Source: an optimization exercise on an open RTL-to-GDS flow (aim: small area). Production flows keep margins and buffers that such runs may drop. In this exercise RTL edits were held to simulation tests only and were not proved equivalent to the original. Power figures rest on the tool's default switching activity, not on a simulated workload.

==> flow/design.v <==
module Lfsr(
	input i_clk,
	input i_rst,
	output reg [2:0] o_data);
	always @(posedge i_clk)
		if (i_rst)
			o_data <= 3'b000;
		else
			o_data <= {o_data[1:0], o_data[2] ^~ o_data[1]};
endmodule
module BinaryToSevSeg(
	input [2:0] i_bin_num,
	output reg [6:0] o_sevseg);
	always @(*)
		case (i_bin_num)
		3'b000: o_sevseg = ~(7'b0111111);
		3'b001: o_sevseg = ~(7'b0000110);
		3'b011: o_sevseg = ~(7'b1011011);
		3'b111: o_sevseg = ~(7'b1001111);
		3'b110: o_sevseg = ~(7'b1100110);
		3'b100: o_sevseg = ~(7'b1101101);
		default: o_sevseg = 7'bxxxxxxx;
		endcase
endmodule
module PongStateMachine(
	input i_clk,
	input i_rst,
	input [1:0] i_sw,
	input i_pb,
	input i_frame_tick,
	output reg [2:0] o_disp1,
	output reg [2:0] o_disp2,
	output signed [10:0] o_ball_x,
	output signed [10:0] o_ball_y,
	output signed [10:0] o_paddle1_y,
	output signed [10:0] o_paddle2_y,
	output reg o_finish);
	localparam RESET = 2'd0;
	localparam SERVE = 2'd1;
	localparam PLAY = 2'd2;
	localparam INCR_SCORE = 2'd3;
	reg [1:0] r_state;
	reg r_changed;
	reg r_pb, r_pb_q, r_ftick, r_ftick_q;
	reg r_vxneg;
	reg r_vyneg;
	reg [3:0] r_vymag;
	reg [5:0] r_blink_counter;
	reg [9:0] r_bx;
	reg [8:0] r_by;
	wire w_bx_neg = r_bx[9] & r_bx[8];
	wire w_by_neg = &r_by[8:4];
	reg [6:0] r_p1, r_p2;
	wire [2:0] w_lfsr;
	Lfsr lfsr_inst(
		.i_clk(i_clk),
		.i_rst(i_rst),
		.o_data(w_lfsr));
	wire w_pe_pb = r_pb & ~r_pb_q;
	wire w_tick = r_ftick & ~r_ftick_q;
	assign o_ball_x = {w_bx_neg, r_bx};
	assign o_ball_y = {w_by_neg, w_by_neg, r_by};
	assign o_paddle1_y = {2'b00, r_p1, 2'b00};
	assign o_paddle2_y = {2'b00, r_p2, 2'b00};
	wire w_is_reset = (r_state == RESET);
	wire w_is_incr = (r_state == INCR_SCORE);
	wire w_clear = w_is_reset & ~r_changed;
	wire w_inc1 = w_is_incr & r_changed & ~r_bx[8];
	wire w_inc2 = w_is_incr & r_changed & r_bx[8];
	wire [2:0] w_score1 = w_clear ? 3'b000 : (w_inc1 ? {o_disp1[1:0], ~o_disp1[2]} : o_disp1);
	wire [2:0] w_score2 = w_clear ? 3'b000 : (w_inc2 ? {o_disp2[1:0], ~o_disp2[2]} : o_disp2);
	wire w_game_over = (w_score1 == 3'b100) | (w_score2 == 3'b100);
	wire w_finish = ~r_changed & ((o_disp1 == 3'b100) | (o_disp2 == 3'b100));
	wire w_out_l = w_bx_neg & ~r_bx[3];
	wire w_out_r = r_bx[9] & ~r_bx[8] & r_bx[6] & r_bx[5] & r_bx[4] & r_bx[3];
	wire w_out = w_out_l | w_out_r;
	wire w_vy_nz = (r_vymag != 4'd0);
	wire w_top = w_by_neg | (r_by == 9'd0);
	wire w_bot = ~w_by_neg & (r_by >= 9'd472);
	wire w_wall = w_vy_nz & (r_vyneg ? w_top : w_bot);
	wire w_zone1 = (r_bx[9:5] == 5'd0) & (r_bx[4] ^ r_bx[3]);
	wire w_zone2 = r_bx[9] & ~r_bx[8] & ~r_bx[7] & r_bx[6] & (r_bx[5] ^ r_bx[4]) & (r_bx[4] ~^ r_bx[3]);
	wire w_zone = r_vxneg ? w_zone1 : w_zone2;
	wire [6:0] w_psel = ({7{w_zone1}} & r_p1) | ({7{w_zone2}} & r_p2);
	wire signed [7:0] w_u = {w_by_neg, r_by[8:2]} - {1'b0, w_psel};
	wire [1:0] w_r = r_by[1:0];
	wire w_hit_ok = ((w_u >= -8'sd1) & (w_u <= 8'sd18)) |
		((w_u == -8'sd2) & (w_r == 2'd3)) | ((w_u == 8'sd19) & ~w_r[1]);
	wire w_hit_neg = (w_u <= 8'sd8);
	reg [3:0] w_hit_mag;
	always @(*)
		case ({w_u[4:0], w_r})
		7'd123: w_hit_mag = 4'd8;
		7'd124: w_hit_mag = 4'd8;
		7'd125: w_hit_mag = 4'd7;
		7'd126: w_hit_mag = 4'd7;
		7'd127: w_hit_mag = 4'd7;
		7'd0: w_hit_mag = 4'd7;
		7'd1: w_hit_mag = 4'd7;
		7'd2: w_hit_mag = 4'd6;
		7'd3: w_hit_mag = 4'd6;
		7'd4: w_hit_mag = 4'd6;
		7'd5: w_hit_mag = 4'd6;
		7'd6: w_hit_mag = 4'd6;
		7'd7: w_hit_mag = 4'd5;
		7'd8: w_hit_mag = 4'd5;
		7'd9: w_hit_mag = 4'd5;
		7'd10: w_hit_mag = 4'd5;
		7'd11: w_hit_mag = 4'd5;
		7'd12: w_hit_mag = 4'd4;
		7'd13: w_hit_mag = 4'd4;
		7'd14: w_hit_mag = 4'd4;
		7'd15: w_hit_mag = 4'd4;
		7'd16: w_hit_mag = 4'd4;
		7'd17: w_hit_mag = 4'd3;
		7'd18: w_hit_mag = 4'd3;
		7'd19: w_hit_mag = 4'd3;
		7'd20: w_hit_mag = 4'd3;
		7'd21: w_hit_mag = 4'd3;
		7'd22: w_hit_mag = 4'd2;
		7'd23: w_hit_mag = 4'd2;
		7'd24: w_hit_mag = 4'd2;
		7'd25: w_hit_mag = 4'd2;
		7'd26: w_hit_mag = 4'd2;
		7'd27: w_hit_mag = 4'd1;
		7'd28: w_hit_mag = 4'd1;
		7'd29: w_hit_mag = 4'd1;
		7'd30: w_hit_mag = 4'd1;
		7'd31: w_hit_mag = 4'd1;
		7'd32: w_hit_mag = 4'd0;
		7'd33: w_hit_mag = 4'd0;
		7'd34: w_hit_mag = 4'd0;
		7'd35: w_hit_mag = 4'd0;
		7'd36: w_hit_mag = 4'd0;
		7'd37: w_hit_mag = 4'd0;
		7'd38: w_hit_mag = 4'd0;
		7'd39: w_hit_mag = 4'd0;
		7'd40: w_hit_mag = 4'd0;
		7'd41: w_hit_mag = 4'd1;
		7'd42: w_hit_mag = 4'd1;
		7'd43: w_hit_mag = 4'd1;
		7'd44: w_hit_mag = 4'd1;
		7'd45: w_hit_mag = 4'd1;
		7'd46: w_hit_mag = 4'd2;
		7'd47: w_hit_mag = 4'd2;
		7'd48: w_hit_mag = 4'd2;
		7'd49: w_hit_mag = 4'd2;
		7'd50: w_hit_mag = 4'd2;
		7'd51: w_hit_mag = 4'd3;
		7'd52: w_hit_mag = 4'd3;
		7'd53: w_hit_mag = 4'd3;
		7'd54: w_hit_mag = 4'd3;
		7'd55: w_hit_mag = 4'd3;
		7'd56: w_hit_mag = 4'd4;
		7'd57: w_hit_mag = 4'd4;
		7'd58: w_hit_mag = 4'd4;
		7'd59: w_hit_mag = 4'd4;
		7'd60: w_hit_mag = 4'd4;
		7'd61: w_hit_mag = 4'd5;
		7'd62: w_hit_mag = 4'd5;
		7'd63: w_hit_mag = 4'd5;
		7'd64: w_hit_mag = 4'd5;
		7'd65: w_hit_mag = 4'd5;
		7'd66: w_hit_mag = 4'd6;
		7'd67: w_hit_mag = 4'd6;
		7'd68: w_hit_mag = 4'd6;
		7'd69: w_hit_mag = 4'd6;
		7'd70: w_hit_mag = 4'd6;
		7'd71: w_hit_mag = 4'd7;
		7'd72: w_hit_mag = 4'd7;
		7'd73: w_hit_mag = 4'd7;
		7'd74: w_hit_mag = 4'd7;
		7'd75: w_hit_mag = 4'd7;
		7'd76: w_hit_mag = 4'd8;
		7'd77: w_hit_mag = 4'd8;
		default: w_hit_mag = 4'bxxxx;
		endcase
	function [6:0] paddle_move(input [6:0] p, input up);
		reg [7:0] t;
		integer i;
		begin
			t[0] = up ? (p != 7'd0) : ~(p[6] & p[5] & p[2]);
			for (i = 0; i < 7; i = i + 1)
				t[i+1] = t[i] & (p[i] ^ up);
			paddle_move = p ^ t[6:0];
		end
	endfunction
	function [8:0] ball_y_move(input [8:0] y, input neg, input [3:0] m);
		reg [9:0] k;
		reg [3:0] mm;
		integer i;
		begin
			k[0] = 1'b0;
			mm = m;
			for (i = 0; i < 9; i = i + 1)
			begin
				if (i < 4)
				begin
					ball_y_move[i] = y[i] ^ mm[i] ^ k[i];
					k[i+1] = ((y[i] ^ neg) & mm[i]) | ((y[i] ^ neg) & k[i]) | (mm[i] & k[i]);
				end
				else
				begin
					ball_y_move[i] = y[i] ^ k[i];
					k[i+1] = (y[i] ^ neg) & k[i];
				end
			end
		end
	endfunction
	function [9:0] ball_x_move(input [9:0] x, input neg);
		reg [10:0] t;
		integer i;
		begin
			ball_x_move[0] = ~x[0];
			ball_x_move[1] = x[1] ^ x[0] ^ ~neg;
			t[2] = neg ? ~(x[1] & x[0]) : (x[1] | x[0]);
			for (i = 2; i < 10; i = i + 1)
			begin
				ball_x_move[i] = x[i] ^ t[i];
				t[i+1] = t[i] & (x[i] ^ neg);
			end
		end
	endfunction
	always @(posedge i_clk)
	begin
		r_pb_q <= r_pb;
		r_ftick_q <= r_ftick;
		o_disp1 <= w_score1;
		o_disp2 <= w_score2;
		r_ftick <= i_frame_tick;
		if (i_rst)
			r_pb <= 1'b0;
		else
			r_pb <= i_pb;
	end
	always @(posedge i_clk)
	begin
		r_changed <= 1'b0;
		if (i_rst)
		begin
			r_state <= RESET;
			r_vxneg <= 1'b0;
			r_vyneg <= 1'b0;
			r_vymag <= 4'd0;
			o_finish <= 1'b0;
			r_blink_counter <= 0;
			r_bx <= 10'd312;
			r_by <= 9'd236;
			r_p1 <= 7'd50;
			r_p2 <= 7'd50;
		end
		else if (w_pe_pb && r_state != RESET)
		begin
			r_state <= RESET;
			r_changed <= 1'b1;
		end
		else if (w_pe_pb && r_state == RESET)
		begin
			r_state <= SERVE;
			r_vxneg <= ~w_lfsr[0];
			r_vyneg <= w_lfsr[2];
			r_vymag <= {2'b00, ~w_lfsr[1], w_lfsr[1]};
		end
		else
		begin
			case (r_state)
			RESET:
			begin
				o_finish <= 1'b0;
				if (w_tick)
				begin
					r_bx <= 10'd312;
					r_by <= 9'd236;
					r_p1 <= 7'd50;
					r_p2 <= 7'd50;
				end
			end
			SERVE:
			begin
				if (w_tick)
				begin
					r_bx <= 10'd312;
					r_by <= 9'd236;
					r_state <= PLAY;
				end
			end
			PLAY:
			begin
				if (w_out)
				begin
					r_changed <= 1'b1;
					r_state <= INCR_SCORE;
				end
				else if (w_wall)
					r_vyneg <= ~r_vyneg;
				else if (w_zone && w_hit_ok)
				begin
					r_vyneg <= w_hit_neg;
					r_vymag <= w_hit_mag;
					r_vxneg <= ~r_vxneg;
				end
				if (w_tick)
				begin
					r_bx <= ball_x_move(r_bx, r_vxneg);
					r_by <= ball_y_move(r_by, r_vyneg, r_vymag);
					r_p1 <= paddle_move(r_p1, i_sw[1]);
					r_p2 <= paddle_move(r_p2, i_sw[0]);
				end
			end
			INCR_SCORE:
			begin
				if (w_finish)
				begin
					if (w_tick)
					begin
						r_blink_counter <= r_blink_counter + 1;
						if (r_blink_counter >= 30)
						begin
							o_finish <= ~o_finish;
							r_blink_counter <= 0;
						end
					end
				end
				else if (!w_game_over && w_tick)
				begin
					r_blink_counter <= r_blink_counter + 1;
					if (r_blink_counter >= 60)
					begin
						r_state <= SERVE;
						r_blink_counter <= 0;
					end
				end
			end
			endcase
		end
	end
endmodule
module PongCore(
	input i_clk,
	input i_rst,
	input [1:0] i_sw,
	input i_pb,
	input i_frame_tick,
	output [6:0] o_sevseg_p1d1,
	output [6:0] o_sevseg_p1d2,
	output [6:0] o_sevseg_p2d1,
	output [6:0] o_sevseg_p2d2,
	output signed [10:0] o_ball_x,
	output signed [10:0] o_ball_y,
	output signed [10:0] o_paddle1_y,
	output signed [10:0] o_paddle2_y,
	output o_finish);
	wire [2:0] w_disp1, w_disp2;
	assign o_sevseg_p1d1 = ~(7'b0111111);
	assign o_sevseg_p2d1 = ~(7'b0111111);
	BinaryToSevSeg sevseg_p1d2_inst(
		.i_bin_num(w_disp1),
		.o_sevseg(o_sevseg_p1d2));
	BinaryToSevSeg sevseg_p2d2_inst(
		.i_bin_num(w_disp2),
		.o_sevseg(o_sevseg_p2d2));
	PongStateMachine statemachine_inst(
		.i_clk(i_clk),
		.i_rst(i_rst),
		.i_sw(i_sw),
		.i_pb(i_pb),
		.i_frame_tick(i_frame_tick),
		.o_disp1(w_disp1),
		.o_disp2(w_disp2),
		.o_ball_x(o_ball_x),
		.o_ball_y(o_ball_y),
		.o_paddle1_y(o_paddle1_y),
		.o_paddle2_y(o_paddle2_y),
		.o_finish(o_finish));
endmodule
==> flow/flow/run.sh <==
#!/bin/bash
# Layout flow: the standard synthesis, then an area-oriented re-mapping of the
# combinational logic between the registers (the registers keep their names
# and cell types), then the standard ORFS layout with small port buffers and
# a small clock tree. Each tool's output goes to a log file in this folder.
set -euo pipefail
HERE=$(pwd)
LIB=$FLOW_HOME/platforms/sky130hd/lib/sky130_fd_sc_hd__tt_025C_1v80.lib
RES=$HERE/orfs/results/sky130hd/PongCore/base
YOSYS=$(command -v yosys || echo "$FLOW_HOME/../tools/install/yosys/bin/yosys")
NSEEDS=${NSEEDS:-4}
ABC_TIME=${ABC_TIME:-10}

export BUFFER_PORTS_ARGS="-buffer_cell sky130_fd_sc_hd__buf_1"
export REMOVE_ABC_BUFFERS=1
export SKIP_REPAIR_TIE_FANOUT=1
export CTS_ARGS="-sink_clustering_enable -repair_clock_nets -buf_list sky130_fd_sc_hd__clkbuf_4 -root_buf sky130_fd_sc_hd__clkbuf_4 -dont_use_dummy_load"

bash standard.sh synth > synth.log 2>&1
cp "$RES/1_2_yosys.v" "$HERE/standard_synth.v"

# re-map the logic with several seeds of ABC's deepsyn, keep the smallest
DONT_USE=$(sed -n '/export DONT_USE_CELLS/,/^$/p' "$FLOW_HOME/platforms/sky130hd/config.mk" | tr -d '\\' | tr ' ' '\n' | grep sky130 | sed 's/^/-dont_use /' | tr '\n' ' ')
run_seed() {
	local S=$1
	sed "s/@SEED@/$S/; s/@TIME@/$ABC_TIME/" flow/area.abc.in > area_$S.abc
	sed "s#@LIB@#$LIB#g; s#@IN@#$HERE/standard_synth.v#; s#@OUT@#$HERE/reopt_$S.v#; s#@DONT_USE@#$DONT_USE#; s#@SCRIPT@#$HERE/area_$S.abc#" \
		flow/reopt.ys.in > reopt_$S.ys
	"$YOSYS" -l reopt_$S.log -q reopt_$S.ys > /dev/null 2>&1 || true
}
S=1
while [ $S -le $NSEEDS ]; do
	for J in $(seq 1 ${NUM_CORES:-4}); do
		if [ $S -le $NSEEDS ]; then run_seed $S & fi
		S=$((S + 1))
	done
	wait
done
: > reopt_pick.log
for S in $(seq 1 $NSEEDS); do
	if [ -s reopt_$S.v.stat ] && [ -s reopt_$S.v ]; then
		echo "$(grep 'Chip area for module' reopt_$S.v.stat | awk '{print $NF}') $S" >> reopt_pick.log
	fi
done
BEST=$(sort -n reopt_pick.log | head -1 | awk '{print $2}')
if [ -n "$BEST" ]; then
	echo "picked seed $BEST" >> reopt_pick.log
	cp "$HERE/reopt_$BEST.v" "$RES/1_2_yosys.v"
else
	echo "no re-mapped netlist; keeping the standard synthesis" >> reopt_pick.log
fi

bash standard.sh do-1_synth > synth_odb.log 2>&1
bash standard.sh > standard.log 2>&1
==> flow/flow/area.abc.in <==
strash
&get -n
&deepsyn -S @SEED@ -T @TIME@
&put
dch -f
amap
topo
==> flow/flow/reopt.ys.in <==
read_liberty -ignore_miss_func @LIB@
read_verilog @IN@
hierarchy -top PongCore
setattr -mod -set keep_hierarchy 1 sky130_fd_sc_hd__*df*
flatten
rename -hide w:_*_.*
opt_clean -purge
abc -liberty @LIB@ @DONT_USE@ -script @SCRIPT@ PongCore
opt_clean
hilomap -singleton -hicell sky130_fd_sc_hd__conb_1 HI -locell sky130_fd_sc_hd__conb_1 LO PongCore
opt_clean -purge
insbuf -buf sky130_fd_sc_hd__buf_1 A X PongCore
opt_clean -purge
tee -o @OUT@.stat stat -liberty @LIB@ PongCore
select PongCore
write_verilog -noattr -noexpr -nohex -nodec -selected @OUT@
==> flow/standard.sh <==
#!/bin/bash
# synth_recipe.tcl (not shown) runs the flow's synth.tcl, then flattens the netlist and writes it again
# the make line also repeats each setting of config.mk as NAME=value (left out here)
make -C /OpenROAD-flow-scripts/flow DESIGN_CONFIG=/design/flow/config.mk WORK_HOME=/design/flow/orfs CLKGATE_MAP_FILE= SYNTH_SCRIPT=/design/flow/synth_recipe.tcl "${@:-finish}"
==> flow/config.mk <==
export PLATFORM = sky130hd
export DESIGN_NAME = PongCore
export DESIGN_NICKNAME = PongCore
export VERILOG_FILES = /design/flow/design.v
export SDC_FILE = /design/flow/constraint.sdc
export NUM_CORES = 4
export LEC_CHECK = 0
export CAP_MARGIN = 0
export CORE_MARGIN = 2
export CORE_UTILIZATION = 40
export SLEW_MARGIN = 0
==> flow/constraint.sdc <==
create_clock -name core_clock -period 20.0 [get_ports {i_clk}]
set_input_delay 4.0000 -clock core_clock [delete_from_list [all_inputs] [get_ports {i_clk}]]
set_output_delay 4.0000 -clock core_clock [all_outputs]
set_load 0.01 [all_outputs]
==> parameters.txt, run 1 <==
Parameter                              Value

Setup path
  Required time worst endpoint    a little over 20 ns
  Worst-path cell with the longest stage delay    sky130_fd_sc_hd__a311oi_1
  Endpoint of the worst register-to-register path    statemachine_inst.r_vymag[2]
  Crit start category    input port
  Endpoint arrival time on the critical path    slightly above 6 ns
  Setup Crit Path Kind    in -> reg
  Largest fanout on the critical path    3
  Worst path most repeated cell    sky130_fd_sc_hd__nor2_1
  Register-to-register setup slack    15.26 ns
  Kind of capture point of the worst setup path    register
  Launch point of the worst reg-to-reg path    statemachine_inst.r_bx[3]
  Worst stage delay on the critical path    0.36 ns
  Combined buffer and inverter count along the critical path    3
  Cell count of the worst reg-to-reg path    24
  Kind of cell adding the most delay to the critical path    compound AO/OA/AOI/OAI gates
  CP cell instances    buf_1, clkinv_1, a311oi_1, o221ai_1, clkinv_1, o21ai_0, a221oi_1, nand2_1, nor2_1, nor2_1, nor2_1, a21oi_1, or2_0

Power and ir drop
  Total design power    0.216 mW
  Peak supply drop    0.0000190 V
  Power per cell area    57.8 nW/um^2
  Reported leakage power    1.20 nW

Layout
  Utilization after layout    0.453
  Growth of design area from synthesis to finish    9.45%
  Total non-filler cell area in the finished layout    approximately 3700 um^2
  Share of final-layout standard cells stronger than drive strength 1    0.0239
  Cell Count, Final, Fillers Out    649
  Antenna diodes    0
  Filler instances    just under 900
  Nets@finish    552

Place
  Detailed placer's ending HPWL    6730 um
  Number of buffers added on ports    56
  GPL Wtd Cong    0.840
  Placed Area    3670 um^2
  Placed Cells incl. Taps    640
  Dpl ws    between 10 and 15 ns

Clocking
  Clock slew at the register clock pins of the worst setup and hold paths    ~0.12 ns
  Buffer type at the clock tree root    sky130_fd_sc_hd__clkbuf_4
  Clock Sinks    62
  Buffers inserted by post-CTS timing repair    0
  PostCTS Resize Cnt    0
  H-tree lvl count    3
  Clock network latency to the later pin of the worst-skew pair    ~0.42 ns
  Clock Tree Buf Depth    2
  Number of buffers added to fix hold violations after cts    0
  Clock tree from TritonCTS    done
  Total clock buffers created by CTS    9

Die
  Number of ports placed on the die boundary    79
  Area of the placeable core    8260 um^2
  Die area    9300 um^2
  Overall die width    96.4 um
  Std cell rows    33
  Die Ht    96.4 um
  Starting density of the core    0.414

Detailed routing
  Average via count per standard cell    5.51
  Number of DRC violations after detailed routing    0
  Final Routed Wirelength    8860 um
  Average routed wire per standard cell    13.7 um
  Number of DRC markers in iteration 0    between 200 and 300
  Count of nets left with antenna violations after detail routing    0
  Total number of vias    roughly 3600
  Drt first pass iters    5

STA
  Time the worst path needs with I/O delays and setup    5.80 ns
  Transition time of the tightest slew-check pin    about 0.66 ns
  Relative slew slack    0.551
  Clock Skews    0.0276 ns
  Hold Vio Cnt, Final    0
  Highest achievable clock rate    0.172 GHz
  Final-layout setup total negative slack    0 ns
  Final critical-path setup slack    14.20 ns
  Final period utilization    0.290
  Final setup violation count    0
  Unrepaired setup endpoints after global routing    no
  Hold slack final    0.338 ns
  Pins over their slew limit    0

Global route
  Remaining global-route overflow    0
  Total routing usage reported by global routing    0.201
  Antenna violations before repair    0
  First-pass GRT wire length    14600 um
  Pin count of the biggest net entering global routing    21
  Via count of the first global-routing pass    3151

Flow run
  Count of max-cap constraint violations    0

Synthesis
  Average size of a mapped cell    slightly below 7 um^2
  Ys Warns    3
  Number of standard cells after synthesis    506
  Area of the mapped netlist    3420 um^2

Min path
  Class of the worst hold path    reg -> reg
  Hold-critical path depth    0
  Hold-critical path endpoint    statemachine_inst.r_ftick_q
  Launch instance of the worst min-delay path    statemachine_inst.r_ftick

Status
  Run status  no timing/DRC/antenna violations
worst reg2reg max path, delay by kind of cell, from the launching register on:
| kind | cells | cell delay (ns) |
|---|---|---|
| buffers and inverters | 5 | 1.07 |
| DFF | 1 | 0.48 |
| AOI/OAI and AO/OA | 12 | 1.87 |
| and+or+nand+nor | 7 | 1.21 |
worst max path at each step:
stage | start | to | cells past startpoint
global placement | i_sw[0] | statemachine_inst.r_p2[5] | 13
detailed placement | i_sw[0] | statemachine_inst.r_p2[5] | 13
finish | i_sw[0] | statemachine_inst.r_p2[5] | 13
CTS | i_sw[0] | statemachine_inst.r_p2[5] | 13
floorplan | i_sw[0] | statemachine_inst.r_p2[5] | 13
global route | i_sw[0] | statemachine_inst.r_p2[5] | 13
cell usage in the layout, fill, tap and decap left out, drive strengths merged, types with 11 or more instances in the layout:
master  instances
a21oi          32
nor2           95
o22ai          19
o221ai         12
buf            60
dfxtp          62
clkinv         74
nand2          24
nor3           24
o21ai          54
a211oi         11
per-layer routing:
metal	track usage	up-vias	wire, um
met3	0.0489	16	503
met2	0.330	102	4090
met4	0.0751	0	160
met5	0	-	0
met1	0.257	1610	4110
li1	-	1849	-
flip-flops by register name, indices dropped and copies added (netlist names):
register and cells:
statemachine_inst.r_vxneg 1, statemachine_inst.o_disp2 3, statemachine_inst.r_vyneg 1, statemachine_inst.r_state 2
statemachine_inst.r_p1 7, statemachine_inst.r_by 9, statemachine_inst.lfsr_inst.o_data 3, statemachine_inst.o_disp1 3
statemachine_inst.r_p2 7, statemachine_inst.r_changed 1, statemachine_inst.r_ftick_q 1, statemachine_inst.r_pb_q 1
statemachine_inst.r_vymag 4, statemachine_inst.r_pb 1, statemachine_inst.r_blink_counter 6, statemachine_inst.r_bx 10
statemachine_inst.r_ftick 1, statemachine_inst.o_finish 1
area by class of cell:
cell class | count | area, um^2 | share of cell area
inverter | 74 | 278 | 0.0743
timing repair buffer | 60 | 240 | 0.0642
clock buffer | 9 | 67.6 | 0.0181
multi-input combinational | 339 | 1780 | 0.476
tap | 105 | 131 | 0.0351
sequential | 62 | 1240 | 0.332
power breakdown:
part / internal (mW) / leakage, nW / total, mW / switching, mW
Clock: 0.0209 / 0.0414 / 0.0623 / 0.0414
Combinational: 0.00709 / 0.657 / 0.0242 / 0.0171
Sequential: 0.126 / 0.504 / 0.130 / 0.00340
==> run 2, diff against run 1 <==
--- a/flow/config.mk
+++ b/flow/config.mk
@@ -8,4 +8,5 @@
 export CAP_MARGIN = 0
 export CORE_MARGIN = 2
 export CORE_UTILIZATION = 40
+export GPL_TIMING_DRIVEN = 0
 export SLEW_MARGIN = 0
==> parameters.txt, run 2 <==
Parameter                              Value

Die
  Die area    9290 um^2
  Area of the placeable core    8260 um^2
  Starting density of the core    0.414
  Std cell rows    33
  Number of ports placed on the die boundary    79
  Die Ht    between 90 and 100 um
  Overall die width    96.4 um

Clocking
  Total clock buffers created by CTS    9
  Buffer type at the clock tree root    sky130_fd_sc_hd__clkbuf_4
  Buffers inserted by post-CTS timing repair    0
  Clock Tree Buf Depth    2
  H-tree lvl count    3
  Clock slew at the register clock pins of the worst setup and hold paths    0.09 ns
  Clock Sinks    between 60 and 70
  Number of buffers added to fix hold violations after cts    0
  Clock network latency to the later pin of the worst-skew pair    roughly 0.41 ns
  PostCTS Resize Cnt    0
  Clock tree from TritonCTS    done

Global route
  Remaining global-route overflow    0
  Total routing usage reported by global routing    0.195
  Antenna violations before repair    0
  First-pass GRT wire length    14100 um
  Via count of the first global-routing pass    3016
  Pin count of the biggest net entering global routing    21

STA
  Hold Vio Cnt, Final    0
  Transition time of the tightest slew-check pin    1.06 ns
  Pins over their slew limit    0
  Highest achievable clock rate    0.154 GHz
  Unrepaired setup endpoints after global routing    no
  Final setup violation count    0
  Time the worst path needs with I/O delays and setup    between 6 and 7 ns
  Clock Skews    0.0376 ns
  Relative slew slack    0.291
  Final period utilization    0.325
  Final-layout setup total negative slack    0 ns

Setup path
  Worst stage delay on the critical path    about 0.75 ns
  CP cell instances    buf_1, clkinv_1, o21ai_1, buf_6, clkinv_1, nor2_1, clkinv_1, o21ai_0, a21oi_1
  Largest fanout on the critical path    11
  Kind of capture point of the worst setup path    register
  Worst path most repeated cell    sky130_fd_sc_hd__clkinv_1
  Register-to-register setup slack    14.17 ns
  Setup Crit Path Kind    in -> reg
  Cell count of the worst reg-to-reg path    21
  Endpoint of the worst register-to-register path    statemachine_inst.r_vyneg
  Required time worst endpoint    20.27 ns
  Crit start category    input port
  Launch point of the worst reg-to-reg path    statemachine_inst.r_bx[3]
  Endpoint arrival time on the critical path    just under 7 ns
  Worst-path cell with the longest stage delay    sky130_fd_sc_hd__nor2_1

Layout
  Area of combinational cells with multiple inputs    1770 um^2
  Largest register FFs    10
  Most common library cell in the layout ignoring fill and taps    sky130_fd_sc_hd__nor2_1
  Growth of design area from synthesis to finish    8.90%
  Share of final-layout standard cells stronger than drive strength 1    0.0185
  Leading cell types in the layout, fill and taps excluded    sky130_fd_sc_hd__nor2_1 (97), sky130_fd_sc_hd__clkinv_1 (76), sky130_fd_sc_hd__dfxtp_1 (62)
  Antenna diodes    0
  Top flop regs    statemachine_inst.r_bx: 10 flops, statemachine_inst.r_by: 9 flops
  Filler instances    904
  Nets@finish    549
  Largest register by flop count    statemachine_inst.r_bx
  Total non-filler cell area in the finished layout    ~3700 um^2
  Seq. cell area    around 1200 um^2

Detailed routing
  Average routed wire per standard cell    13.3 um
  Number of DRC markers in iteration 0    ~180
  Average via count per standard cell    5.46
  Final Routed Wirelength    about 8600 um
  Total number of vias    3525
  Number of DRC violations after detailed routing    0
  Drt first pass iters    5
  Count of nets left with antenna violations after detail routing    0

Place
  GPL Wtd Cong    approximately 0.83
  Detailed placer's ending HPWL    about 6600 um
  Placed Area    3650 um^2
  Number of buffers added on ports    56

Power and ir drop
  Power per cell area    59.5 nW/um^2
  Peak supply drop    about 0.000026 V
  Reported leakage power    1.20 nW

Synthesis
  Average size of a mapped cell    about 6.8 um^2
  Ys Warns    3
  Number of standard cells after synthesis    506
  Area of the mapped netlist    3420 um^2

Min path
  Hold-critical path endpoint    statemachine_inst.r_ftick_q
  Hold-critical path depth    0
  Launch instance of the worst min-delay path    statemachine_inst.r_ftick
  Class of the worst hold path    reg -> reg

Flow run
  Count of max-cap constraint violations    0

Status
  Run status  no timing/DRC/antenna violations
-- run 2: cell count changes in the layout (fill, tap and decap cells not counted), moves of 4 or more --
cell	delta
sky130_fd_sc_hd__o21ai_0	-11
sky130_fd_sc_hd__a31oi_1	-4
sky130_fd_sc_hd__buf_4	-4
sky130_fd_sc_hd__a211oi_1	+6
-- run 2: routing by layer --
metal	GRT usage	routed length [um]
met2	0.316	3860
met1	0.259	4080
met3	0.0380	488
met4	0.0728	137
met5	0	0
-- run 2: worst max-delay path by stage --
stage	from	end	cells past startpoint
CTS	i_rst	statemachine_inst.r_p1[2]	9
finish	i_rst	statemachine_inst.r_p1[2]	9
global placement	i_rst	statemachine_inst.r_p1[0]	8
detailed placement	i_rst	statemachine_inst.r_p1[0]	9
floorplan	i_rst	statemachine_inst.r_p1[0]	7
global route	i_rst	statemachine_inst.r_p1[0]	9
-- run 2: stage by stage --
step / utilization / worst slack [ns] / cells / power [mW] / hold WS (ns)
5_1_grt: 0.450 / 13.13 / 646 / 0.235 / 0.358
4_1_cts: 0.450 / 13.43 / 646 / 0.225 / 0.342
3_3_place_gp: 0.441 / 12.14 / 636 / 0.163 / 0.329
6_report: 0.450 / 13.50 / 646 / 0.222 / 0.342
3_5_place_dp: 0.442 / 13.00 / 637 / 0.164 / 0.333
2_1_floorplan: - / 14.13 / 475 / 0.155 / 0.323
-- run 2: final cells by class --
class                           instances  share of cell area
Clock buffer                            9              0.0182
Inverter                               76              0.0767
Multi-Input combinational cell        337               0.477
Sequential cell                        62               0.334
Tap cell                              105              0.0353
Timing Repair Buffer                   57              0.0595
-- run 2: worst max-delay path, delay by kind of cell --
| family | cells | cell delay, ns |
|---|---|---|
| and+or+nand+nor | 1 | 0.75 |
| AOI/OAI and AO/OA | 3 | 0.59 |
| buffers and inverters | 5 | 1.42 |
-- run 2: report_power, final --
part	internal [mW]	total, mW	switching (mW)
Combinational	0.00941	0.0295	0.0201
Sequential	0.127	0.132	0.00454
Clock	0.0209	0.0603	0.0394
==> run 3, diff against run 2 <==
==> flow/config.mk (replaced) <==
export PLATFORM = sky130hd
export DESIGN_NAME = PongCore
export DESIGN_NICKNAME = PongCore
export VERILOG_FILES = /design/flow/design.v
export SDC_FILE = /design/flow/constraint.sdc
export NUM_CORES = 4
export LEC_CHECK = 0
export CAP_MARGIN = 20
export CORE_MARGIN = 2
export CORE_UTILIZATION = 60
export GPL_TIMING_DRIVEN = 0
export SLEW_MARGIN = 20
==> parameters.txt, run 3 <==
Parameter                              Value

Status
  Run status  no timing/DRC/antenna violations

Detailed routing
  Drt first pass iters    5
  Final Routed Wirelength    8350 um
  Number of DRC markers in iteration 0    ~230
  Average via count per standard cell    5.82
  Number of DRC violations after detailed routing    0
  Average routed wire per standard cell    roughly 14 um
  Count of nets left with antenna violations after detail routing    0
  Total number of vias    approximately 3600

Setup path
  Worst-path cell with the longest stage delay    sky130_fd_sc_hd__or3_1
  Largest fanout on the critical path    5
  CP cell instances    buf_1, clkinv_1, or3_1, or3_1, nor4_1, a311oi_1, clkinv_1, a21oi_1, nand2_1, o21ai_0, a311o_1, o21ai_0
  Endpoint arrival time on the critical path    between 6 and 7 ns
  Crit start category    input port
  Setup Crit Path Kind    in -> reg
  Required time worst endpoint    ~20 ns
  Kind of capture point of the worst setup path    register
  Worst stage delay on the critical path    0.41 ns

STA
  Pins over their slew limit    0
  Hold Vio Cnt, Final    0
  Final period utilization    0.296
  Clock Skews    0.0284 ns
  Highest achievable clock rate    0.169 GHz
  Final setup violation count    0
  Transition time of the tightest slew-check pin    0.962 ns
  Time the worst path needs with I/O delays and setup    5.92 ns
  Relative slew slack    0.352
  Final-layout setup total negative slack    0 ns
  Unrepaired setup endpoints after global routing    no

Power and ir drop
  Portion of total power attributed to combinational logic    0.118
  Peak supply drop    0.0000309 V
  Reported leakage power    ~1.2 nW
  Switching Share    0.286
  Internal power component    0.155 mW
  Power per cell area    59.0 nW/um^2
  Total design power    ~0.22 mW
  Clock network fraction of total power    0.281
  Sequential group share of total power    0.601
  Switching component of the power    0.0621 mW

Die
  Number of ports placed on the die boundary    between 70 and 80
  Die Ht    79.6 um
  Overall die width    79.6 um
  Die area    approximately 6300 um^2
  Std cell rows    27
  Area of the placeable core    5510 um^2
  Starting density of the core    0.623

Clocking
  Clock Sinks    62
  Clock network latency to the later pin of the worst-skew pair    0.40 ns
  H-tree lvl count    3
  Total clock buffers created by CTS    9
  Buffers inserted by post-CTS timing repair    0
  Clock tree from TritonCTS    done
  Clock Tree Buf Depth    2
  Clock slew at the register clock pins of the worst setup and hold paths    0.09 ns
  PostCTS Resize Cnt    0
  Buffer type at the clock tree root    sky130_fd_sc_hd__clkbuf_4
  Number of buffers added to fix hold violations after cts    0

Place
  GPL Wtd Cong    around 0.91
  Detailed placer's ending HPWL    6240 um
  Number of buffers added on ports    56
  Placed Cells incl. Taps    604

Global route
  First-pass GRT wire length    13800 um
  Via count of the first global-routing pass    3151
  Antenna violations before repair    0
  Pin count of the biggest net entering global routing    21
  Remaining global-route overflow    0
  Total routing usage reported by global routing    0.278

Layout
  Largest register FFs    10
  Share of final-layout standard cells stronger than drive strength 1    0.0185
  Leading cell types in the layout, fill and taps excluded    sky130_fd_sc_hd__nor2_1 (101), sky130_fd_sc_hd__clkinv_1 (68), sky130_fd_sc_hd__dfxtp_1 (62)
  Most common library cell in the layout ignoring fill and taps    sky130_fd_sc_hd__nor2_1
  Cell Count, Final, Fillers Out    613
  Top flop regs    statemachine_inst.r_bx: 10 flops, statemachine_inst.r_by: 9 flops
  Nets@finish    549
  Antenna diodes    0
  Largest register by flop count    statemachine_inst.r_bx
  Growth of design area from synthesis to finish    7.45%

Synthesis
  Average size of a mapped cell    6.76 um^2
  Ys Warns    3
  Number of standard cells after synthesis    between 500 and 600
  Area of the mapped netlist    3430 um^2

Flow run
  Count of max-cap constraint violations    0

Min path
  Class of the worst hold path    reg -> reg
-- run 3: layer usage --
metal  vias to the layer above  GRT usage  share of wire
li1                       1836          -              -
met1                      1602      0.346           0.46
met5                         -          0              0
met2                       122      0.474           0.47
met4                         0     0.0810         0.0091
met3                         8     0.0690          0.059
-- run 3: cell type report --
class	instances	area (um^2)
Tap cell	72	90.1
Multi-Input combinational cell	346	1820
Clock buffer	9	67.6
Fill cell	546	1820
Sequential cell	62	1240
Timing Repair Buffer	56	210
Inverter	68	255
-- run 3: worst max-delay path: cells and delay by family --
family	cells	cell delay (ns)
AND/OR/NAND/NOR	4	1.08
buffers and inverters	3	0.33
AO/OA/AOI/OAI	5	0.81
-- run 3: worst paths after layout --
kind                                  start                            to  slack, ns  depth (start not counted)
hold reg to reg      statemachine_inst.r_pb      statemachine_inst.r_pb_q       0.34                          0
setup reg to reg  statemachine_inst.r_bx[3]  statemachine_inst.r_vymag[2]      14.11                         24
hold / removal       statemachine_inst.r_pb      statemachine_inst.r_pb_q       0.34                          0
setup / recovery                    i_sw[1]     statemachine_inst.r_p1[6]      14.08                         12
-- run 3: through the flow --
stage	hold WS, ns	worst slack (ns)	area [um^2]	util
floorplan	0.324	14.05	3310	-
global placement	0.331	13.46	3610	0.656
detailed placement	0.337	13.69	3620	0.657
CTS	0.348	14.10	3680	0.669
global route	0.367	13.45	3680	0.669
finish	0.344	14.08	3680	0.669
-- run 3: power by group through the flow --
| stage | Clock (mW) | Combinational [mW] | Sequential (mW) |
|---|---|---|---|
| floorplan | 0 | 0.0180 | 0.133 |
| global placement | 0 | 0.0248 | 0.133 |
| detailed placement | 0 | 0.0252 | 0.133 |
| CTS | 0.0619 | 0.0254 | 0.131 |
| global route | 0.0673 | 0.0292 | 0.131 |
| finish | 0.0611 | 0.0256 | 0.131 |
==> run 4, diff against run 3 <==
--- a/flow/config.mk
+++ b/flow/config.mk
@@ -8,5 +8,4 @@
 export CAP_MARGIN = 20
 export CORE_MARGIN = 2
 export CORE_UTILIZATION = 60
-export GPL_TIMING_DRIVEN = 0
 export SLEW_MARGIN = 20
==> parameters.txt, run 4 <==
Parameter                              Value

Status
  Run status  no timing/DRC/antenna violations

Layout
  Top flop regs    statemachine_inst.r_bx: 10 flops, statemachine_inst.r_by: 9 flops
  Filler instances    506
  Largest register by flop count    statemachine_inst.r_bx
  Seq. cell area    1240 um^2
  Nets@finish    551
  Leading cell types in the layout, fill and taps excluded    sky130_fd_sc_hd__nor2_1 (97), sky130_fd_sc_hd__clkinv_1 (76), sky130_fd_sc_hd__dfxtp_1 (62)
  Most common library cell in the layout ignoring fill and taps    sky130_fd_sc_hd__nor2_1
  Largest register FFs    10
  Share of final-layout standard cells stronger than drive strength 1    0.0221
  Area of combinational cells with multiple inputs    ~1800 um^2
  Antenna diodes    0
  Utilization after layout    0.670
  Growth of design area from synthesis to finish    8.02%

Power and ir drop
  Total design power    0.222 mW
  Peak supply drop    0.0000298 V
  Power per cell area    60.0 nW/um^2
  Reported leakage power    1.20 nW

Setup path
  Kind of cell adding the most delay to the critical path    simple AND/OR/NAND/NOR gates
  Setup Crit Path Kind    reg -> out
  Required time worst endpoint    16.00 ns
  Kind of capture point of the worst setup path    output port
  Combined buffer and inverter count along the critical path    2
  Worst stage delay on the critical path    0.43 ns
  Worst-path cell with the longest stage delay    sky130_fd_sc_hd__dfxtp_1
  CP cell instances    clkinv_1, nor2_1, nand2_1, nor3_1, buf_1
  Crit start category    register
  Largest fanout on the critical path    5
  Endpoint arrival time on the critical path    1.82 ns

Global route
  Total routing usage reported by global routing    0.285
  Via count of the first global-routing pass    a little over 3000
  Pin count of the biggest net entering global routing    21
  First-pass GRT wire length    around 14000 um
  Remaining global-route overflow    0
  Antenna violations before repair    0

Place
  Detailed placer's ending HPWL    between 6000 and 7000 um
  GPL Wtd Cong    approximately 0.92
  Dpl ws    13.98 ns
  Number of buffers added on ports    56

Detailed routing
  Average via count per standard cell    5.87
  Final Routed Wirelength    8480 um
  Average routed wire per standard cell    13.8 um
  Number of DRC markers in iteration 0    around 160
  Number of DRC violations after detailed routing    0
  Count of nets left with antenna violations after detail routing    0
  Total number of vias    between 3000 and 4000
  Drt first pass iters    4

STA
  Relative slew slack    0.362
  Time the worst path needs with I/O delays and setup    between 5 and 6 ns
  Unrepaired setup endpoints after global routing    no
  Final critical-path setup slack    roughly 14 ns
  Highest achievable clock rate    0.172 GHz
  Clock Skews    0.0273 ns
  Pins over their slew limit    0
  Transition time of the tightest slew-check pin    0.932 ns
  Final setup violation count    0
  Hold Vio Cnt, Final    0
  Final period utilization    0.291
  Final-layout setup total negative slack    0 ns

Clocking
  Clock slew at the register clock pins of the worst setup and hold paths    0.11 ns
  H-tree lvl count    3
  PostCTS Resize Cnt    0
  Buffer type at the clock tree root    sky130_fd_sc_hd__clkbuf_4
  Total clock buffers created by CTS    9
  Buffers inserted by post-CTS timing repair    0
  Number of buffers added to fix hold violations after cts    0
  Clock Tree Buf Depth    2
  Clock network latency to the later pin of the worst-skew pair    0.40 ns
  Clock tree from TritonCTS    done
  Clock Sinks    62

Die
  Overall die width    79.5 um
  Die Ht    between 70 and 80 um
  Area of the placeable core    5510 um^2
  Std cell rows    27
  Starting density of the core    0.620
  Number of ports placed on the die boundary    79
  Die area    between 6000 and 7000 um^2

Synthesis
  Area of the mapped netlist    3420 um^2
  Average size of a mapped cell    a little under 7 um^2
  Number of standard cells after synthesis    roughly 510
  Ys Warns    3

Min path
  Class of the worst hold path    reg -> reg

Flow run
  Count of max-cap constraint violations    0
==> run 4: worst paths after layout <==
path | to | start | cells past startpoint | slack, ns
min reg2reg | statemachine_inst.r_pb_q | statemachine_inst.r_pb | 0 | 0.36
max | o_ball_y[10] | statemachine_inst.r_by[7] | 5 | 14.18
max reg2reg | statemachine_inst.r_vyneg | statemachine_inst.r_bx[3] | 23 | 14.99
min | statemachine_inst.r_pb_q | statemachine_inst.r_pb | 0 | 0.36
==> run 4: routing by layer <==
metal,vias up,share of wire,GRT usage
li1,1843,-,-
met1,1640,0.47,0.371
met2,114,0.46,0.471
met3,14,0.049,0.0475
met4,0,0.015,0.109
met5,-,0,0
==> run 4: area by class of cell <==
cell class / count / share of cell area
clock buffers: 9 / 0.0183
inverters: 76 / 0.0773
multi-input cells: 337 / 0.481
flip-flops and latches: 62 / 0.336
well taps: 72 / 0.0244
repair buffers: 59 / 0.0631
==> run 4: metrics by stage <==
stage          hold slack (ns)  cells  cell area [um^2]
3_3_place_gp             0.329    606              3620
4_1_cts                  0.359    615              3690
5_1_grt                  0.367    615              3690
3_5_place_dp             0.336    606              3620
6_report                 0.355    615              3690
2_1_floorplan            0.323    475              3300
==> run 4: power by group <==
part / switching, mW / internal (mW)
registers: 0.00464 / 0.127
logic: 0.0202 / 0.00960
clock network: 0.0391 / 0.0209
==> run 5, diff against run 4 <==
--- a/flow/flow/run.sh
+++ b/flow/flow/run.sh
@@ -8,8 +8,8 @@
 LIB=$FLOW_HOME/platforms/sky130hd/lib/sky130_fd_sc_hd__tt_025C_1v80.lib
 RES=$HERE/orfs/results/sky130hd/PongCore/base
 YOSYS=$(command -v yosys || echo "$FLOW_HOME/../tools/install/yosys/bin/yosys")
-NSEEDS=${NSEEDS:-4}
-ABC_TIME=${ABC_TIME:-10}
+NSEEDS=${NSEEDS:-16}
+ABC_TIME=${ABC_TIME:-30}
 
 export BUFFER_PORTS_ARGS="-buffer_cell sky130_fd_sc_hd__buf_1"
 export REMOVE_ABC_BUFFERS=1
--- a/flow/config.mk
+++ b/flow/config.mk
@@ -8,4 +8,5 @@
 export CAP_MARGIN = 20
 export CORE_MARGIN = 2
 export CORE_UTILIZATION = 60
+export GPL_TIMING_DRIVEN = 0
 export SLEW_MARGIN = 20
==> parameters.txt, run 5 <==
Parameter                              Value

Power and ir drop
  Reported leakage power    1.16 nW
  Power per cell area    around 57 nW/um^2
  Peak supply drop    0.0000326 V
  Total design power    between 0.2 and 0.25 mW

Die
  Std cell rows    27
  Die area    6260 um^2
  Die Ht    about 80 um
  Overall die width    79.1 um
  Number of ports placed on the die boundary    between 70 and 80
  Area of the placeable core    approximately 5500 um^2
  Starting density of the core    0.619

Clocking
  Number of buffers added to fix hold violations after cts    0
  Buffers inserted by post-CTS timing repair    0
  PostCTS Resize Cnt    0
  Buffer type at the clock tree root    sky130_fd_sc_hd__clkbuf_4
  Clock slew at the register clock pins of the worst setup and hold paths    around 0.07 ns
  Clock Tree Buf Depth    2
  Total clock buffers created by CTS    9
  Clock tree from TritonCTS    done
  H-tree lvl count    3
  Clock network latency to the later pin of the worst-skew pair    0.41 ns
  Clock Sinks    62

Layout
  Most common library cell in the layout ignoring fill and taps    sky130_fd_sc_hd__nor2_1
  Growth of design area from synthesis to finish    8.06%
  Total non-filler cell area in the finished layout    3660 um^2
  Leading cell types in the layout, fill and taps excluded    sky130_fd_sc_hd__nor2_1 (79), sky130_fd_sc_hd__clkinv_1 (77), sky130_fd_sc_hd__dfxtp_1 (62)
  Antenna diodes    0
  Largest register FFs    10
  Share of final-layout standard cells stronger than drive strength 1    0.0245
  Nets@finish    539
  Filler instances    slightly above 500
  Cell Count, Final, Fillers Out    between 600 and 700
  Largest register by flop count    statemachine_inst.r_bx
  Top flop regs    statemachine_inst.r_bx: 10 flops, statemachine_inst.r_by: 9 flops

STA
  Time the worst path needs with I/O delays and setup    just under 6 ns
  Relative slew slack    0.495
  Pins over their slew limit    0
  Transition time of the tightest slew-check pin    ~0.76 ns
  Final critical-path setup slack    about 14 ns
  Clock Skews    0.0435 ns
  Hold Vio Cnt, Final    0
  Unrepaired setup endpoints after global routing    no
  Final setup violation count    0
  Final-layout setup total negative slack    0 ns
  Highest achievable clock rate    0.172 GHz
  Final period utilization    0.290

Detailed routing
  Total number of vias    3513
  Average routed wire per standard cell    13.0 um
  Count of nets left with antenna violations after detail routing    0
  Number of DRC markers in iteration 0    approximately 170
  Number of DRC violations after detailed routing    0
  Average via count per standard cell    5.83
  Final Routed Wirelength    a little under 8000 um
  Drt first pass iters    4

Synthesis
  Area of the mapped netlist    between 3000 and 4000 um^2
  Number of standard cells after synthesis    496
  Average size of a mapped cell    6.83 um^2
  Ys Warns    3

Global route
  Total routing usage reported by global routing    0.266
  Via count of the first global-routing pass    3077
  Pin count of the biggest net entering global routing    21
  Antenna violations before repair    0
  Remaining global-route overflow    0
  First-pass GRT wire length    13300 um

Setup path
  Setup Crit Path Kind    reg -> out
  Kind of capture point of the worst setup path    output port
  Largest fanout on the critical path    6
  Crit start category    register
  Endpoint arrival time on the critical path    1.81 ns
  Required time worst endpoint    16.00 ns

Flow run
  Count of max-cap constraint violations    0

Status
  Run status  no timing/DRC/antenna violations

Place
  Placed Cells incl. Taps    594
  Placed Area    3580 um^2
  Dpl ws    13.95 ns
  Detailed placer's ending HPWL    6000 um
  GPL Wtd Cong    0.935
  Number of buffers added on ports    56

Min path
  Class of the worst hold path    reg -> reg
[run 5: cell type report]
type                            instances  area [um^2]  share of cell area
Multi-Input combinational cell        326         1760               0.480
Inverter                               77          289              0.0790
Tap cell                               72         90.1              0.0246
Timing Repair Buffer                   57          215              0.0588
Sequential cell                        62         1240               0.339
Clock buffer                            9         67.6              0.0185
[run 5: worst paths after layout]
| check | startpoint | end | cells past startpoint | slack, ns |
|---|---|---|---|---|
| hold / removal | statemachine_inst.r_pb | statemachine_inst.r_pb_q | 0 | 0.35 |
| setup reg to reg | statemachine_inst.r_bx[3] | statemachine_inst.r_vxneg | 23 | 14.70 |
| hold reg to reg | statemachine_inst.r_pb | statemachine_inst.r_pb_q | 0 | 0.35 |
| setup / recovery | statemachine_inst.r_by[6] | o_ball_y[10] | 5 | 14.19 |
[run 5: per-layer routing]
metal / GRT usage / share of wire / up-vias / wire length, um
li1: - / - / 1819 / -
met1: 0.325 / 0.46 / 1581 / 3590
met2: 0.447 / 0.48 / 101 / 3740
met3: 0.0682 / 0.051 / 12 / 400
met4: 0.107 / 0.014 / 0 / 111
met5: 0 / 0 / - / 0
[run 5: stage by stage]
step,utilization,hold WS (ns)
after floorplan,-,0.324
after global placement,0.652,0.331
after detailed placement,0.655,0.336
after CTS,0.667,0.349
after global routing,0.668,0.364
final,0.668,0.347
[run 5: power by group]
part | internal, mW | switching, mW | total [mW]
clock | 0.0208 | 0.0388 | 0.0596
sequential | 0.126 | 0.00298 | 0.129
combinational | 0.00571 | 0.0148 | 0.0205
total | 0.153 | 0.0565 | 0.209
[run 5: worst max-delay path, stage by stage, from the launching register on]
cell,delay (ns)
sky130_fd_sc_hd__dfxtp_1,0.44
sky130_fd_sc_hd__clkinv_1,0.18
sky130_fd_sc_hd__nor2_1,0.16
sky130_fd_sc_hd__nand2_1,0.09
sky130_fd_sc_hd__nor3_1,0.36
sky130_fd_sc_hd__buf_1,0.19
==> run 6, diff against run 5 <==
--- a/flow/flow/run.sh
+++ b/flow/flow/run.sh
@@ -8,7 +8,7 @@
 LIB=$FLOW_HOME/platforms/sky130hd/lib/sky130_fd_sc_hd__tt_025C_1v80.lib
 RES=$HERE/orfs/results/sky130hd/PongCore/base
 YOSYS=$(command -v yosys || echo "$FLOW_HOME/../tools/install/yosys/bin/yosys")
-NSEEDS=${NSEEDS:-16}
+NSEEDS=${NSEEDS:-32}
 ABC_TIME=${ABC_TIME:-30}
 
 export BUFFER_PORTS_ARGS="-buffer_cell sky130_fd_sc_hd__buf_1"
==> parameters.txt, run 6 <==
Parameter                              Value

Layout
  Top flop regs    statemachine_inst.r_bx: 10 flops, statemachine_inst.r_by: 9 flops
  Share of final-layout standard cells stronger than drive strength 1    0.0245
  Total non-filler cell area in the finished layout    approximately 3700 um^2
  Seq. cell area    ~1200 um^2
  Leading cell types in the layout, fill and taps excluded    sky130_fd_sc_hd__nor2_1 (79), sky130_fd_sc_hd__clkinv_1 (77), sky130_fd_sc_hd__dfxtp_1 (62)
  Nets@finish    approximately 540
  Largest register by flop count    statemachine_inst.r_bx
  Most common library cell in the layout ignoring fill and taps    sky130_fd_sc_hd__nor2_1
  Largest register FFs    10
  Filler instances    around 510
  Area of combinational cells with multiple inputs    between 1500 and 2000 um^2
  Cell Count, Final, Fillers Out    603
  Antenna diodes    0
  Growth of design area from synthesis to finish    8.06%

STA
  Final setup violation count    0
  Transition time of the tightest slew-check pin    0.758 ns
  Time the worst path needs with I/O delays and setup    5.81 ns
  Highest achievable clock rate    0.172 GHz
  Unrepaired setup endpoints after global routing    no
  Final critical-path setup slack    14.19 ns
  Final period utilization    0.290
  Relative slew slack    0.495
  Final-layout setup total negative slack    0 ns
  Clock Skews    around 0.044 ns
  Hold Vio Cnt, Final    0
  Pins over their slew limit    0
  Hold slack final    ~0.35 ns

Detailed routing
  Final Routed Wirelength    slightly below 8000 um
  Average via count per standard cell    5.83
  Drt first pass iters    4
  Number of DRC violations after detailed routing    0
  Number of DRC markers in iteration 0    172
  Count of nets left with antenna violations after detail routing    0
  Total number of vias    3513
  Average routed wire per standard cell    13.0 um

Synthesis
  Ys Warns    3
  Number of standard cells after synthesis    ~500
  Average size of a mapped cell    6.83 um^2
  Area of the mapped netlist    roughly 3400 um^2

Clocking
  Clock network latency to the later pin of the worst-skew pair    0.41 ns
  Clock slew at the register clock pins of the worst setup and hold paths    0.07 ns
  H-tree lvl count    3
  Clock Sinks    between 60 and 70
  Number of buffers added to fix hold violations after cts    0
  Buffer type at the clock tree root    sky130_fd_sc_hd__clkbuf_4
  Total clock buffers created by CTS    9
  Clock tree from TritonCTS    done
  PostCTS Resize Cnt    0
  Buffers inserted by post-CTS timing repair    0
  Clock Tree Buf Depth    2

Place
  Detailed placer's ending HPWL    ~6000 um
  Dpl ws    13.95 ns
  Placed Cells incl. Taps    594
  Number of buffers added on ports    56
  Placed Area    between 3000 and 4000 um^2
  GPL Wtd Cong    0.935

Setup path
  Kind of capture point of the worst setup path    output port
  Endpoint arrival time on the critical path    1.81 ns
  Crit start category    register
  Required time worst endpoint    16.00 ns
  Setup Crit Path Kind    reg -> out
  Largest fanout on the critical path    6

Power and ir drop
  Reported leakage power    1.16 nW
  Power per cell area    approximately 57 nW/um^2
  Peak supply drop    0.0000326 V

Flow run
  Count of max-cap constraint violations    0

Global route
  First-pass GRT wire length    roughly 13000 um
  Remaining global-route overflow    0
  Antenna violations before repair    0
  Pin count of the biggest net entering global routing    21
  Via count of the first global-routing pass    3077
  Total routing usage reported by global routing    0.266

Status
  Run status  no timing/DRC/antenna violations

Die
  Area of the placeable core    5470 um^2
  Std cell rows    27
  Starting density of the core    0.619
  Overall die width    79.1 um
  Die Ht    79.1 um
  Die area    6260 um^2
  Number of ports placed on the die boundary    79

Min path
  Class of the worst hold path    reg -> reg
-- run 6: cell counts in the layout (fill, tap and decap cells not counted) --
Identical to the previous run, type by type.
-- run 6: layout make-up --
type	count	area share
Clock buffer	9	0.0185
Tap cell	72	0.0246
Inverter	77	0.0790
Multi-Input combinational cell	326	0.480
Sequential cell	62	0.339
Timing Repair Buffer	57	0.0588
-- run 6: metrics by stage --
stage / power (mW) / utilization
2_1_floorplan: 0.146 / -
3_3_place_gp: 0.152 / 0.652
3_5_place_dp: 0.152 / 0.655
4_1_cts: 0.211 / 0.667
5_1_grt: 0.220 / 0.668
6_report: 0.209 / 0.668
-- run 6: worst max-delay path, stage by stage, from the launching register on --
cell	delay [ns]
sky130_fd_sc_hd__dfxtp_1	0.44
sky130_fd_sc_hd__clkinv_1	0.18
sky130_fd_sc_hd__nor2_1	0.16
sky130_fd_sc_hd__nand2_1	0.09
sky130_fd_sc_hd__nor3_1	0.36
sky130_fd_sc_hd__buf_1	0.19
-- run 6: routing by layer --
metal  track usage  up-vias  part of all wire
li1              -     1819                 -
met4         0.107        0             0.014
met1         0.325     1581              0.46
met5             0        -                 0
met3        0.0682       12             0.051
met2         0.447      101              0.48
-- run 6: final timing paths --
path / start / endpoint / depth (start not counted) / slack [ns]
max: statemachine_inst.r_by[6] / o_ball_y[10] / 5 / 14.19
min: statemachine_inst.r_pb / statemachine_inst.r_pb_q / 0 / 0.35
max reg2reg: statemachine_inst.r_bx[3] / statemachine_inst.r_vxneg / 23 / 14.70
min reg2reg: statemachine_inst.r_pb / statemachine_inst.r_pb_q / 0 / 0.35
-- run 6: power by group --
group / internal, mW / total, mW / leakage [nW] / switching, mW
combinational: 0.00571 / 0.0205 / 0.618 / 0.0148
clock: 0.0208 / 0.0596 / 0.0414 / 0.0388
sequential: 0.126 / 0.129 / 0.504 / 0.00298
total: 0.153 / 0.209 / 1.16 / 0.0565

afterwards: timing with drivers on the ports:
The flow's constraints put no driver on any port. The routed layouts listed below were extracted and timed again, unchanged, in two steps.
Step 1 (the two cells are an assumption about what drives the block):
set clk [get_ports {i_clk}]
set_driving_cell -lib_cell sky130_fd_sc_hd__clkbuf_16 $clk
set_driving_cell -lib_cell sky130_fd_sc_hd__buf_2 [delete_from_list [all_inputs] $clk]
Step 2 also shifts input and output timing later by t, the mid clock arrival at the registers, as if the neighbouring blocks saw the same clock.
Three values: ideal, step 1, step 2; two values: the first two.
| run | t, ns | setup WS [ns] | worst setup path at the end | slew at the worst register clock pin (ns) |
|---|---|---|---|---|
| run 1 | 0.425 | 14.195 / 14.202 / 13.776 | input to register | 0.12 / 0.12 |
| run 2 | 0.420 | 13.501 / 13.507 / 13.087 | input to register | 0.12 / 0.12 |
| run 3 | 0.420 | 14.084 / 14.093 / 13.673 | input to register | 0.11 / 0.11 |
| run 4 | 0.414 | 14.182 / 14.158 / 13.921 | input to register | 0.11 / 0.11 |
| run 5 | 0.418 | 14.191 / 14.164 / 13.911 | input to register | 0.11 / 0.11 |
| run 6 | 0.418 | 14.191 / 14.164 / 13.911 | input to register | 0.11 / 0.11 |
After both steps every run listed still meets setup and hold. For run 1, which loses most, drivers alone change the setup slack by +0.007 ns; drivers and shift together by -0.419 ns.
